What follows belongs to an exercise in optimizing a design on an open flow for small area, a short achievable clock period and few clock cycles; a production flow would make more cautious choices.
In this exercise RTL edits were held to simulation tests only and were not proved equivalent to the original.
Power is estimated from default activity; no workload was simulated.

Design cpu_pipeline, start of the top module:
module cpu_pipeline(
    input wire clk,
    input wire rst_n,
    output wire ibus_req,
    output wire [(32-1):0] ibus_addr,
    input wire [(32-1):0] ibus_rdata,
    input wire ibus_ready,
    output wire dbus_req,
    output wire dbus_we,
    output wire [(32-1):0] dbus_addr,
    output wire [(32-1):0] dbus_wdata,
    output wire [1:0] dbus_size,
    input wire [(32-1):0] dbus_rdata,
    input wire dbus_ready
);
    reg ex_valid;
    reg [31:0] ex_rs1;
    reg [31:0] ex_b;     
    reg ex_sub;
    reg [31:0] ex_imm;
    reg [4:0] ex_rd;
    reg [2:0] ex_f3;
    reg ex_f7;           
    reg ex_wr;           
    reg ex_lui, ex_auipc, ex_jal, ex_jalr, ex_br, ex_ld, ex_st, ex_opimm, ex_op;
    reg [7:0] ex_clt, ex_ceq;   
    reg ex_clt7s;
    reg ex_base_pc;      
    reg ex_base_rs;      
    reg [31:2] fetch_q;
    wire [31:2] seq_pc = fetch_q + {29'd0, ex_valid};
    wire [31:0] wb_data;
    wire [31:2] fetch_pc;
    wire ex_mem = ex_ld | ex_st;
    wire replay = ex_valid & ex_mem & ~dbus_ready;
    wire accept = ibus_ready & ~replay;
  ...
Size in the first run: about 55,000 sq um of cells after synthesis.
==> flow/config.mk <==
export PLATFORM = sky130hd
export DESIGN_NAME = cpu_pipeline
export DESIGN_NICKNAME = cpu_pipeline
export VERILOG_FILES = /design/flow/design.v
export SDC_FILE = /design/flow/constraint.sdc
export NUM_CORES = 8
export LEC_CHECK = 0
export CAP_MARGIN = 30
export CORE_MARGIN = 2
export CORE_UTILIZATION = 40
export CTS_CLUSTER_DIAMETER = 130
export CTS_CLUSTER_SIZE = 24
export PLACE_DENSITY = 0.75
export SETUP_SLACK_MARGIN = 3.0
export SLEW_MARGIN = 20
export SYNTH_HIERARCHICAL = 1
export SYNTH_MINIMUM_KEEP_SIZE = 0
==> flow/constraint.sdc <==
create_clock -name core_clock -period 8.0 [get_ports {clk}]
set_input_delay 1.6000 -clock core_clock [delete_from_list [all_inputs] [get_ports {clk}]]
set_output_delay 1.6000 -clock core_clock [all_outputs]
set_load 0.01 [all_outputs]
standard.sh (not shown) runs the stock make flow with config.mk's settings and CLKGATE_MAP_FILE= SYNTH_SCRIPT=/design/flow/synth_recipe.tcl, a recipe that flattens the netlist after the stock synthesis.
==> flow/flow/run.sh <==
#!/bin/bash
# Layout flow: the standard flow (standard.sh), with every input and
# output port buffered by buf_2 cells instead of the buffer cell that
# buffer_ports picks by default. Its full output goes to standard.log.
set -e
export BUFFER_PORTS_ARGS="-buffer_cell sky130_fd_sc_hd__buf_2"
bash standard.sh > standard.log 2>&1
The starting point completed without violations.
Testbench counts at the start, summed over its fixed seeds: cycles 77,558.
Change:
- CAP_MARGIN: 30 -> 15
- PLACE_DENSITY: 0.75 -> not set
- SLEW_MARGIN: 20 -> 10
After rerunning:
- The new run finished with timing, DRC and antenna clean
- worst hold slack is about the same
- routed wire length goes up by a few percent
- design area hardly moves
- non-clock buffer count goes up by 13
- worst setup slack degrades by 0.068 ns
- sequential share of layout area is about the same
- global-route usage grows by 1.9 points
Change:
- CAP_MARGIN: 15 -> 30
- CTS_CLUSTER_DIAMETER: 130 -> 120
- CTS_CLUSTER_SIZE: 24 -> 22
- GPL_TIMING_DRIVEN: not set -> 0
- SLEW_MARGIN: 10 -> 20
Outcome: Routed wire length climbs by about 1%; synthesized cell count is unchanged; worst setup slack is about the same; design area increases by about 7%; clock power went up by about 6%; first-iteration DRC count came out lower by 10%; die area stays the same; core utilization rises by 3.1 points.
Change:
==> flow/flow/run.sh (replaced) <==
#!/bin/bash
# Layout flow: the standard flow (standard.sh), with every input and
# output port buffered by buf_4 cells instead of the buffer cell that
# buffer_ports picks by default. Its full output goes to standard.log.
set -e
export BUFFER_PORTS_ARGS="-buffer_cell sky130_fd_sc_hd__buf_4"
bash standard.sh > standard.log 2>&1
- CORE_UTILIZATION: 40 -> 50
- CTS_CLUSTER_DIAMETER: 120 -> not set
- CTS_CLUSTER_SIZE: 22 -> not set
- GPL_TIMING_DRIVEN: 0 -> not set
What happened:
- The changed run produced a clean layout
- sequential power rises by about 0.7%
- power went up by about 23%
- synthesized cell count stays the same
- clock power goes up by 74%
- via count increases by 1.4%
- clock-buffer cell count rose by 117
- sequential share of layout area went up by 0.21 points
- utilization climbs by 12 points
- die area is lower by about 20%

afterwards: timing with drivers on the ports:
Ports are ideal in the flow. The routed layouts listed here were re-timed in OpenROAD.
Step 1: set_driving_cell puts a clkbuf_16 on clk and a buf_2 on each other input, an assumption about the parent block.
Step 2 times the ports against the registers' clock, not the clock port: input delays grow and output delays shrink by t, the midpoint of the rising clock arrivals with the driver on.
a / b / c = no drivers / after step 1 / after step 2; a / b = the first two.
| run | t, ns | setup WS [ns] | worst hold slack (ns) |
|---|---|---|---|
| the first run | 0.792 | 2.974 / 2.917 / 2.179 | 0.504 / 0.504 / 0.504 |
| the second run | 0.784 | 2.905 / 2.893 / 2.120 | 0.504 / 0.504 / 0.504 |
| the third run | 0.834 | 2.903 / 2.836 / 2.002 | 0.502 / 0.502 / 0.502 |
| the fourth run | 0.806 | 2.936 / 2.857 / 2.277 | 0.496 / 0.496 / 0.496 |
After both steps every run listed still meets setup and hold. The setup slack of the third run, which loses most, moves by -0.067 ns with the drivers and by -0.901 ns with both steps.
